This design comes from an exercise in tuning for small area, a short achievable clock period and few clock cycles per item on the open sky130 flow, not from production work.
The RTL was checked by simulation tests, not by an equivalence proof against the original design.
Power figures rest on the tool's default switching activity, not on a simulated workload.

## config.mk

```make
export PLATFORM = sky130hd
export DESIGN_NAME = apb_master
export DESIGN_NICKNAME = apb_master
export VERILOG_FILES = /design/flow/design.v
export SDC_FILE = /design/flow/constraint.sdc
export NUM_CORES = 4
export LEC_CHECK = 0
export CAP_MARGIN = 20
export CORE_MARGIN = 2
export CORE_UTILIZATION = 70
export CTS_CLUSTER_DIAMETER = 100
export CTS_CLUSTER_SIZE = 30
export PLACE_DENSITY = 0.8
export SETUP_SLACK_MARGIN = 2.0
export SLEW_MARGIN = 20
export SYNTH_HIERARCHICAL = 1
export SYNTH_MINIMUM_KEEP_SIZE = 0
```

## constraint.sdc

```tcl
create_clock -name core_clock -period 8.0 [get_ports {pclk}]
set_input_delay 1.6000 -clock core_clock [delete_from_list [all_inputs] [get_ports {pclk}]]
set_output_delay 1.6000 -clock core_clock [all_outputs]
set_load 0.01 [all_outputs]
```

## design.v

```verilog
module rd_oai2(input [31:0] q0, input [31:0] q1, input ns0, input ns1, output [31:0] y);
  assign y = ~((q0 | {32{ns0}}) & (q1 | {32{ns1}}));
endmodule
module rd_nand2(input [31:0] a0, input [31:0] a1, output [31:0] y);
  assign y = ~(a0 & a1);
endmodule
module rd_nor2(input [31:0] a0, input [31:0] a1, output [31:0] y);
  assign y = ~(a0 | a1);
endmodule
module apb_master(
  input pclk,
  input preset,
  input [31:0]paddr,
  input pwrite,
  input [2:0]pprot,
  input [31:0]pwdata,
  input [3:0]pstrb,
  output reg [31:0]prdata,
  output pslverr,
  output reg penable,
  output reg [3:0]psel,
  output reg pready
);
  wire req = |paddr;
  wire [6:0] addr = {paddr[31:30], paddr[4:0]};
  wire [127:0] nwl = ~(128'b1 << addr);
  wire [31:0] nwdata = ~pwdata;
  wire [3:0] be = (pstrb == 4'b0) ? 4'b1111 : pstrb;
  wire [3:0] wen = {4{preset & req & pwrite}} & be;
  reg [31:0] memory [0:127];
  integer i;
  always @(posedge pclk) begin
    for (i = 0; i < 128; i = i + 1) begin
      if (~nwl[i] & wen[0]) memory[i][7:0]   <= nwdata[7:0];
      if (~nwl[i] & wen[1]) memory[i][15:8]  <= nwdata[15:8];
      if (~nwl[i] & wen[2]) memory[i][23:16] <= nwdata[23:16];
      if (~nwl[i] & wen[3]) memory[i][31:24] <= nwdata[31:24];
    end
  end
  wire [31:0] t1 [0:63];
  rd_oai2 l1_0(memory[0], memory[1], nwl[0], nwl[1], t1[0]);
  rd_oai2 l1_1(memory[2], memory[3], nwl[2], nwl[3], t1[1]);
  rd_oai2 l1_2(memory[4], memory[5], nwl[4], nwl[5], t1[2]);
  rd_oai2 l1_3(memory[6], memory[7], nwl[6], nwl[7], t1[3]);
  rd_oai2 l1_4(memory[8], memory[9], nwl[8], nwl[9], t1[4]);
  rd_oai2 l1_5(memory[10], memory[11], nwl[10], nwl[11], t1[5]);
  rd_oai2 l1_6(memory[12], memory[13], nwl[12], nwl[13], t1[6]);
  rd_oai2 l1_7(memory[14], memory[15], nwl[14], nwl[15], t1[7]);
  rd_oai2 l1_8(memory[16], memory[17], nwl[16], nwl[17], t1[8]);
  rd_oai2 l1_9(memory[18], memory[19], nwl[18], nwl[19], t1[9]);
  rd_oai2 l1_10(memory[20], memory[21], nwl[20], nwl[21], t1[10]);
  rd_oai2 l1_11(memory[22], memory[23], nwl[22], nwl[23], t1[11]);
  rd_oai2 l1_12(memory[24], memory[25], nwl[24], nwl[25], t1[12]);
  rd_oai2 l1_13(memory[26], memory[27], nwl[26], nwl[27], t1[13]);
  rd_oai2 l1_14(memory[28], memory[29], nwl[28], nwl[29], t1[14]);
  rd_oai2 l1_15(memory[30], memory[31], nwl[30], nwl[31], t1[15]);
  rd_oai2 l1_16(memory[32], memory[33], nwl[32], nwl[33], t1[16]);
  rd_oai2 l1_17(memory[34], memory[35], nwl[34], nwl[35], t1[17]);
  rd_oai2 l1_18(memory[36], memory[37], nwl[36], nwl[37], t1[18]);
  rd_oai2 l1_19(memory[38], memory[39], nwl[38], nwl[39], t1[19]);
  rd_oai2 l1_20(memory[40], memory[41], nwl[40], nwl[41], t1[20]);
  rd_oai2 l1_21(memory[42], memory[43], nwl[42], nwl[43], t1[21]);
  rd_oai2 l1_22(memory[44], memory[45], nwl[44], nwl[45], t1[22]);
  rd_oai2 l1_23(memory[46], memory[47], nwl[46], nwl[47], t1[23]);
  rd_oai2 l1_24(memory[48], memory[49], nwl[48], nwl[49], t1[24]);
  rd_oai2 l1_25(memory[50], memory[51], nwl[50], nwl[51], t1[25]);
  rd_oai2 l1_26(memory[52], memory[53], nwl[52], nwl[53], t1[26]);
  rd_oai2 l1_27(memory[54], memory[55], nwl[54], nwl[55], t1[27]);
  rd_oai2 l1_28(memory[56], memory[57], nwl[56], nwl[57], t1[28]);
  rd_oai2 l1_29(memory[58], memory[59], nwl[58], nwl[59], t1[29]);
  rd_oai2 l1_30(memory[60], memory[61], nwl[60], nwl[61], t1[30]);
  rd_oai2 l1_31(memory[62], memory[63], nwl[62], nwl[63], t1[31]);
  rd_oai2 l1_32(memory[64], memory[65], nwl[64], nwl[65], t1[32]);
  rd_oai2 l1_33(memory[66], memory[67], nwl[66], nwl[67], t1[33]);
  rd_oai2 l1_34(memory[68], memory[69], nwl[68], nwl[69], t1[34]);
  rd_oai2 l1_35(memory[70], memory[71], nwl[70], nwl[71], t1[35]);
  rd_oai2 l1_36(memory[72], memory[73], nwl[72], nwl[73], t1[36]);
  rd_oai2 l1_37(memory[74], memory[75], nwl[74], nwl[75], t1[37]);
  rd_oai2 l1_38(memory[76], memory[77], nwl[76], nwl[77], t1[38]);
  rd_oai2 l1_39(memory[78], memory[79], nwl[78], nwl[79], t1[39]);
  rd_oai2 l1_40(memory[80], memory[81], nwl[80], nwl[81], t1[40]);
  rd_oai2 l1_41(memory[82], memory[83], nwl[82], nwl[83], t1[41]);
  rd_oai2 l1_42(memory[84], memory[85], nwl[84], nwl[85], t1[42]);
  rd_oai2 l1_43(memory[86], memory[87], nwl[86], nwl[87], t1[43]);
  rd_oai2 l1_44(memory[88], memory[89], nwl[88], nwl[89], t1[44]);
  rd_oai2 l1_45(memory[90], memory[91], nwl[90], nwl[91], t1[45]);
  rd_oai2 l1_46(memory[92], memory[93], nwl[92], nwl[93], t1[46]);
  rd_oai2 l1_47(memory[94], memory[95], nwl[94], nwl[95], t1[47]);
  rd_oai2 l1_48(memory[96], memory[97], nwl[96], nwl[97], t1[48]);
  rd_oai2 l1_49(memory[98], memory[99], nwl[98], nwl[99], t1[49]);
  rd_oai2 l1_50(memory[100], memory[101], nwl[100], nwl[101], t1[50]);
  rd_oai2 l1_51(memory[102], memory[103], nwl[102], nwl[103], t1[51]);
  rd_oai2 l1_52(memory[104], memory[105], nwl[104], nwl[105], t1[52]);
  rd_oai2 l1_53(memory[106], memory[107], nwl[106], nwl[107], t1[53]);
  rd_oai2 l1_54(memory[108], memory[109], nwl[108], nwl[109], t1[54]);
  rd_oai2 l1_55(memory[110], memory[111], nwl[110], nwl[111], t1[55]);
  rd_oai2 l1_56(memory[112], memory[113], nwl[112], nwl[113], t1[56]);
  rd_oai2 l1_57(memory[114], memory[115], nwl[114], nwl[115], t1[57]);
  rd_oai2 l1_58(memory[116], memory[117], nwl[116], nwl[117], t1[58]);
  rd_oai2 l1_59(memory[118], memory[119], nwl[118], nwl[119], t1[59]);
  rd_oai2 l1_60(memory[120], memory[121], nwl[120], nwl[121], t1[60]);
  rd_oai2 l1_61(memory[122], memory[123], nwl[122], nwl[123], t1[61]);
  rd_oai2 l1_62(memory[124], memory[125], nwl[124], nwl[125], t1[62]);
  rd_oai2 l1_63(memory[126], memory[127], nwl[126], nwl[127], t1[63]);
  wire [31:0] t2 [0:31];
  rd_nor2 l2_0(t1[0], t1[1], t2[0]);
  rd_nor2 l2_1(t1[2], t1[3], t2[1]);
  rd_nor2 l2_2(t1[4], t1[5], t2[2]);
  rd_nor2 l2_3(t1[6], t1[7], t2[3]);
  rd_nor2 l2_4(t1[8], t1[9], t2[4]);
  rd_nor2 l2_5(t1[10], t1[11], t2[5]);
  rd_nor2 l2_6(t1[12], t1[13], t2[6]);
  rd_nor2 l2_7(t1[14], t1[15], t2[7]);
  rd_nor2 l2_8(t1[16], t1[17], t2[8]);
  rd_nor2 l2_9(t1[18], t1[19], t2[9]);
  rd_nor2 l2_10(t1[20], t1[21], t2[10]);
  rd_nor2 l2_11(t1[22], t1[23], t2[11]);
  rd_nor2 l2_12(t1[24], t1[25], t2[12]);
  rd_nor2 l2_13(t1[26], t1[27], t2[13]);
  rd_nor2 l2_14(t1[28], t1[29], t2[14]);
  rd_nor2 l2_15(t1[30], t1[31], t2[15]);
  rd_nor2 l2_16(t1[32], t1[33], t2[16]);
  rd_nor2 l2_17(t1[34], t1[35], t2[17]);
  rd_nor2 l2_18(t1[36], t1[37], t2[18]);
  rd_nor2 l2_19(t1[38], t1[39], t2[19]);
  rd_nor2 l2_20(t1[40], t1[41], t2[20]);
  rd_nor2 l2_21(t1[42], t1[43], t2[21]);
  rd_nor2 l2_22(t1[44], t1[45], t2[22]);
  rd_nor2 l2_23(t1[46], t1[47], t2[23]);
  rd_nor2 l2_24(t1[48], t1[49], t2[24]);
  rd_nor2 l2_25(t1[50], t1[51], t2[25]);
  rd_nor2 l2_26(t1[52], t1[53], t2[26]);
  rd_nor2 l2_27(t1[54], t1[55], t2[27]);
  rd_nor2 l2_28(t1[56], t1[57], t2[28]);
  rd_nor2 l2_29(t1[58], t1[59], t2[29]);
  rd_nor2 l2_30(t1[60], t1[61], t2[30]);
  rd_nor2 l2_31(t1[62], t1[63], t2[31]);
  wire [31:0] t3 [0:15];
  rd_nand2 l3_0(t2[0], t2[1], t3[0]);
  rd_nand2 l3_1(t2[2], t2[3], t3[1]);
  rd_nand2 l3_2(t2[4], t2[5], t3[2]);
  rd_nand2 l3_3(t2[6], t2[7], t3[3]);
  rd_nand2 l3_4(t2[8], t2[9], t3[4]);
  rd_nand2 l3_5(t2[10], t2[11], t3[5]);
  rd_nand2 l3_6(t2[12], t2[13], t3[6]);
  rd_nand2 l3_7(t2[14], t2[15], t3[7]);
  rd_nand2 l3_8(t2[16], t2[17], t3[8]);
  rd_nand2 l3_9(t2[18], t2[19], t3[9]);
  rd_nand2 l3_10(t2[20], t2[21], t3[10]);
  rd_nand2 l3_11(t2[22], t2[23], t3[11]);
  rd_nand2 l3_12(t2[24], t2[25], t3[12]);
  rd_nand2 l3_13(t2[26], t2[27], t3[13]);
  rd_nand2 l3_14(t2[28], t2[29], t3[14]);
  rd_nand2 l3_15(t2[30], t2[31], t3[15]);
  wire [31:0] t4 [0:7];
  rd_nor2 l4_0(t3[0], t3[1], t4[0]);
  rd_nor2 l4_1(t3[2], t3[3], t4[1]);
  rd_nor2 l4_2(t3[4], t3[5], t4[2]);
  rd_nor2 l4_3(t3[6], t3[7], t4[3]);
  rd_nor2 l4_4(t3[8], t3[9], t4[4]);
  rd_nor2 l4_5(t3[10], t3[11], t4[5]);
  rd_nor2 l4_6(t3[12], t3[13], t4[6]);
  rd_nor2 l4_7(t3[14], t3[15], t4[7]);
  wire [31:0] t5 [0:3];
  rd_nand2 l5_0(t4[0], t4[1], t5[0]);
  rd_nand2 l5_1(t4[2], t4[3], t5[1]);
  rd_nand2 l5_2(t4[4], t4[5], t5[2]);
  rd_nand2 l5_3(t4[6], t4[7], t5[3]);
  wire [31:0] t6 [0:1];
  rd_nor2 l6_0(t5[0], t5[1], t6[0]);
  rd_nor2 l6_1(t5[2], t5[3], t6[1]);
  wire [31:0] t7 [0:0];
  rd_nand2 l7_0(t6[0], t6[1], t7[0]);
  wire [31:0] rdata = t7[0];
  assign pslverr = 1'b0;
  always @(*) begin
    pready  = req;
    penable = req;
    psel    = 4'b0001 << paddr[31:30];
    prdata  = rdata;
  end
endmodule
```

## flow/run.sh

```bash
#!/bin/bash
# Layout: the standard flow. Synthesis runs unchanged; the later steps
# buffer the ports with plain buffers (which the resizer can size), keep the
# resizer off the low-power clock inverters and delay cells
# (flow/dont_use.txt: the platform's own list plus those), and weight the
# timing-critical nets more in global placement.
set -euo pipefail
bash standard.sh synth > synth.log 2>&1
du="$(cat flow/dont_use.txt)"
bash standard.sh "BUFFER_PORTS_ARGS=-buffer_cell sky130_fd_sc_hd__buf_4" \
  "DONT_USE_CELLS=$du" \
  "GLOBAL_PLACEMENT_ARGS=-timing_driven_net_weight_max 5 -timing_driven_nets_percentage 30" \
  finish > layout.log 2>&1
```

## flow/dont_use.txt

```
sky130_fd_sc_hd__probe_p_8 sky130_fd_sc_hd__probec_p_8 sky130_fd_sc_hd__lpflow_bleeder_1 sky130_fd_sc_hd__lpflow_clkbufkapwr_1 sky130_fd_sc_hd__lpflow_clkbufkapwr_16 sky130_fd_sc_hd__lpflow_clkbufkapwr_2 sky130_fd_sc_hd__lpflow_clkbufkapwr_4 sky130_fd_sc_hd__lpflow_clkbufkapwr_8 sky130_fd_sc_hd__lpflow_clkinvkapwr_1 sky130_fd_sc_hd__lpflow_clkinvkapwr_16 sky130_fd_sc_hd__lpflow_clkinvkapwr_2 sky130_fd_sc_hd__lpflow_clkinvkapwr_4 sky130_fd_sc_hd__lpflow_clkinvkapwr_8 sky130_fd_sc_hd__lpflow_decapkapwr_12 sky130_fd_sc_hd__lpflow_decapkapwr_3 sky130_fd_sc_hd__lpflow_decapkapwr_4 sky130_fd_sc_hd__lpflow_decapkapwr_6 sky130_fd_sc_hd__lpflow_decapkapwr_8 sky130_fd_sc_hd__lpflow_inputiso0n_1 sky130_fd_sc_hd__lpflow_inputiso0p_1 sky130_fd_sc_hd__lpflow_inputiso1n_1 sky130_fd_sc_hd__lpflow_inputiso1p_1 sky130_fd_sc_hd__lpflow_inputisolatch_1 sky130_fd_sc_hd__lpflow_isobufsrc_1 sky130_fd_sc_hd__lpflow_isobufsrc_16 sky130_fd_sc_hd__lpflow_isobufsrc_2 sky130_fd_sc_hd__lpflow_isobufsrc_4 sky130_fd_sc_hd__lpflow_isobufsrc_8 sky130_fd_sc_hd__lpflow_isobufsrckapwr_16 sky130_fd_sc_hd__lpflow_lsbuf_lh_hl_isowell_tap_1 sky130_fd_sc_hd__lpflow_lsbuf_lh_hl_isowell_tap_2 sky130_fd_sc_hd__lpflow_lsbuf_lh_hl_isowell_tap_4 sky130_fd_sc_hd__lpflow_lsbuf_lh_isowell_4 sky130_fd_sc_hd__lpflow_lsbuf_lh_isowell_tap_1 sky130_fd_sc_hd__lpflow_lsbuf_lh_isowell_tap_2 sky130_fd_sc_hd__lpflow_lsbuf_lh_isowell_tap_4 sky130_fd_sc_hd__fill_1 sky130_fd_sc_hd__fill_2 sky130_fd_sc_hd__fill_4 sky130_fd_sc_hd__fill_8  sky130_fd_sc_hd__clkdlybuf4s15_1 sky130_fd_sc_hd__clkdlybuf4s15_2 sky130_fd_sc_hd__clkdlybuf4s18_1 sky130_fd_sc_hd__clkdlybuf4s18_2 sky130_fd_sc_hd__clkdlybuf4s25_1 sky130_fd_sc_hd__clkdlybuf4s25_2 sky130_fd_sc_hd__clkdlybuf4s50_1 sky130_fd_sc_hd__clkdlybuf4s50_2 sky130_fd_sc_hd__clkinvlp_2 sky130_fd_sc_hd__clkinvlp_4 sky130_fd_sc_hd__dlygate4sd1_1 sky130_fd_sc_hd__dlygate4sd2_1 sky130_fd_sc_hd__dlygate4sd3_1 sky130_fd_sc_hd__dlymetal6s2s_1 sky130_fd_sc_hd__dlymetal6s4s_1 sky130_fd_sc_hd__dlymetal6s6s_1 
```

## standard.sh

```bash
#!/bin/bash
# synth_recipe.tcl (not shown) runs the flow's synth.tcl, then flattens the netlist and writes it again
# the make line also repeats each setting of config.mk as NAME=value (left out here)
make -C /OpenROAD-flow-scripts/flow DESIGN_CONFIG=/design/flow/config.mk WORK_HOME=/design/flow/orfs CLKGATE_MAP_FILE= SYNTH_SCRIPT=/design/flow/synth_recipe.tcl "${@:-finish}"
```

==> results.txt <==
==> final cells by class <==
| cell class | count | area share [%] |
|---|---|---|
| repair buffers | 359 | 1.62 |
| flip-flops and latches | 4096 | 77.8 |
| inverters | 32 | 0.155 |
| diodes | 10 | 0.0158 |
| well taps | 2838 | 2.24 |
| clock buffers | 159 | 2.52 |
| clock inverters | 10 | 0.0672 |
| multi-input cells | 4751 | 15.6 |
==> through the flow <==
| step | cells | power [mW] | instance area [sq um] |
|---|---|---|---|
| after global placement | 12000 | 25.2 | 153000 |
| final | 12300 | 34.2 | 158000 |
| after floorplan | 9354 | 24.6 | 151000 |
| after global routing | 12200 | 34.9 | 158000 |
| after detailed placement | 12000 | 25.2 | 153000 |
| after CTS | 12200 | 34.2 | 158000 |
==> cell families (layout without fill, tap and decap cells) <==
| kind of cell | count (synthesis) | count (layout) | share of synthesized area (%) |
|---|---|---|---|
| other cells | 1 | 11 | 0.00248 |
| simple gates | 2683 | 2694 | 7.34 |
| buf+inv | 518 | 560 | 2.66 |
| compound gates | 2056 | 2056 | 8.52 |
| flops | 4096 | 4096 | 81.5 |
==> per-layer routing <==
metal | vias up | routed length [um]
met1 | 41900 | 121000
met4 | 4 | 17300
met2 | 5545 | 169000
met5 | - | 22
li1 | 36300 | -
met3 | 585 | 42500
==> per-module statistics from Yosys (local to each module, per instance) <==
module      times used  cells  cell area, sq um  flip-flops and latches
rd_nand2            21     32               120                       0
rd_nor2             42     32               120                       0
rd_oai2             64     38               251                       0
apb_master           1   4906            127000                    4096
==> cell usage in the layout, fill, tap and decap left out, types with 2 or more instances in the layout <==
cell type,netlist,final
a211oi_1,4,3
and2_4,0,2
and3b_4,0,3
buf_1,14,44
buf_12,0,5
buf_2,159,71
buf_4,82,166
buf_6,207,39
buf_8,0,6
clkbuf_16,0,159
clkbuf_2,1,17
clkbuf_4,0,10
clkinv_8,0,3
diode_2,0,10
edfxtp_1,4096,4096
inv_4,0,14
inv_6,0,24
nand2_1,672,630
nand2_2,0,42
nand3_1,58,30
nand3_2,20,41
nand3_4,50,68
nor2_1,1854,1788
nor2_2,0,64
nor2_4,1,3
nor2b_4,0,4
nor3_1,5,5
nor3b_4,3,3
nor4_1,5,5
o21ai_4,0,4
o22ai_1,2048,2048
==> path summary, 6_finish.rpt <==
path | start | endpoint | slack [ps] | cells past startpoint
setup / recovery | paddr[3] | prdata[3] | 1870 | 14
hold / removal | pwdata[24] | memory[103][24] | 1260 | 2
==> power by group <==
| part | total [mW] | switching [mW] | internal, mW |
|---|---|---|---|
| sequential | 23.6 | 0.00731 | 23.6 |
| clock | 9.43 | 5.82 | 3.61 |
| combinational | 1.20 | 0.992 | 0.213 |
==> timing repair <==
item                                   CTS  global route
buffers inserted                        42            12
setup endpoints to repair               32            32
gates cloned                             3             8
endpoints found under the hold margin    0             0
pin swaps                                7             6
gates resized for setup                168            95
==> summary.md <==
| Metric | Value |
|---|---|
| Via count | `84300` |
| Initial DRC count | `12600` |
| CTS max path bufs | `3` |
| PortBufs | `roughly 110` |
| Storage cell area | `123000 sq um` |
| GR Layer Usage met3 | `4.72%` |
| Number of synthesized register bits | `4096` |
| Tcrit/Tclk final | `between 70% and 80%` |
| Grt met2 use | `~50%` |
| Cell variety after synth | `29` |
| Hold slack | `1260 ps` |
| Leak pwr | `about 50 nW` |
| DRC viols | `0` |
| CTS Root Cell | `clkbuf_16` |
| Clk sinks | `4096` |
| YS warnings | `9` |
| Top cell type's share of synthesized area | `between 80% and 90%` |
| CP Data Arrival Time | `approximately 4500 ps` |
| Max FFs per register | `about 4100` |
| H-tree Lvls | `4` |
| Biggest register | `memory` |
| Final HPWL DP | `between 200000 and 250000 um` |
| Crit path max fanout | `36` |
| Maximum vdd drop | `approximately 0.24 mV` |
| Largest net degree at the start of global routing | `106` |
| Sequential share of the synthesized area | `81.5%` |
| Clock slew at reported path FFs | `between 100 and 150 ps` |
| Sum Neg Setup Slack | `0 ps` |
| Global-route wire length before repair | `between 500000 and 600000 um` |
| Slowest cell on the critical path | `buf_6` |
| Core Util, Final | `73.8%` |
| PnR worst setup slack | `between 1500 and 2000 ps` |
| TritonCTS clock tree | `built` |
| Mapped Avg Cell Area | `16.1 sq um` |
| Post-synth EDFFs | `around 4100` |
| Core area | `214000 sq um` |
| Drt pass-1 iters | `7` |
| Final Hold Viols | `0` |
| All-layer global routing usage | `31.3%` |
| Nets | `roughly 9500` |
| CTS Buf Count | `about 150` |
| CP required | `6400 ps` |
| Met1 Usage GRT | `~44%` |
| Chip height | `468 um` |
| RSZ-0062 raised after global routing | `yes` |
| Top post-synthesis cells by area | `edfxtp_1 81%, o22ai_1 8.5%, nor2_1 4.6%, nand2_1 1.7%, buf_6 1.5%` |
| CP peak stage delay | `310 ps` |
| CP Class | `in -> out` |
| GR peak layer | `met2` |
| Number of max-cap violations | `0` |
| Drt total wl | `approximately 350000 um` |
| Die Wd | `468 um` |
| Pre-CTS setup slack | `1220 ps` |
| Synthesized instance count | `9354` |
| Routed WL per cell | `28.5 um` |
| Tightest Pin Transition | `1180 ps` |
| CP Capture Type | `primary output` |
| Synth top cells by count | `4096 x edfxtp_1, 2048 x o22ai_1, 1854 x nor2_1` |
| Finish-stage setup viols | `0` |
| Via density | `6.88` |
| Area delta synth->final | `4.79%` |
| # IOs | `113` |
| Fillers | `11900` |
| Ys flop type | `edfxtp_1` |
| Die area | `219000 sq um` |
| Pwr dens | `216 nW/um^2` |
| Site row count | `170` |
| CP Buf/Inv Count | `5` |
| Most numerous cell in the Yosys netlist | `edfxtp_1` |
| Starting density of the core | `a little over two thirds` |
| Ys async rst share | `0%` |
| Post-synthesis cell area | `around 150000 sq um` |
| Multi-input logic area | `24700 sq um` |
| Slew margin rel. | `21.1%` |
| Post-synth top area cell | `edfxtp_1` |
| Worst hold path class | `in -> reg` |
| Startpoint class of the critical path | `input pin` |
| CP cell instances | `buf_4 -> nor2b_4 -> buf_8 -> buf_2 -> nand3_1 -> buf_6 -> o22ai_1 -> nor2_1 -> nand2_1 -> nor2_1 -> nand2_2 -> nor2_2 -> nand2_1 -> buf_4` |
| Biggest regs | `memory: 4096 flops` |
| Status | `finished clean` |
| Hold-fix buffers, CTS | `0` |
| Synth Net Count | `9428` |
| Initial antenna violation count | `13` |
| Layout cell share with drive strength beyond 1 | `roughly 8%` |
| Delay-heaviest family, CP | `simple AND/OR/NAND/NOR gates` |
| Post-route ant nets | `0` |
| Slew Viols, Final | `0` |
| Max frequency | `0.163 GHz` |
| Grt ovf | `0` |
| Vias in the first global route | `80200` |
| Shortest period the worst path allows | `6130 ps` |
| GPL Wtd Cong | `0.980` |
Testbench counts, summed over its fixed seeds: cycles 12,000, items 12,000.

afterwards: timing with drivers on the ports:
Ports are ideal in the flow. The routed layout listed here was re-timed in OpenROAD.
Step 1 (the two cells are an assumption about what drives the block):
set clk [get_ports {pclk}]
set_driving_cell -lib_cell sky130_fd_sc_hd__clkbuf_16 $clk
set_driving_cell -lib_cell sky130_fd_sc_hd__buf_2 [delete_from_list [all_inputs] $clk]
Step 2 adds t to the input delays and takes it off the output delays; t is the mean of the earliest and latest rising clock arrival at the registers after step 1. Input paths then give back, and output paths get back, about the clock's delay inside the block.
Three values: no drivers, after step 1, after step 2; two values: the first two.
shift t [ns]: 0.932
slack for setup (ns): 1.872 / 1.780 / 1.780
hold slack, ns: 1.261 / 1.202 / 2.134
slew at the worst register clock pin (ns): 0.12 / 0.12
worst slew at a driven data input, ns: 0.18
After both steps setup and hold are still met in this run. For this run, drivers alone change the setup slack by -0.092 ns; drivers and shift together by -0.092 ns.
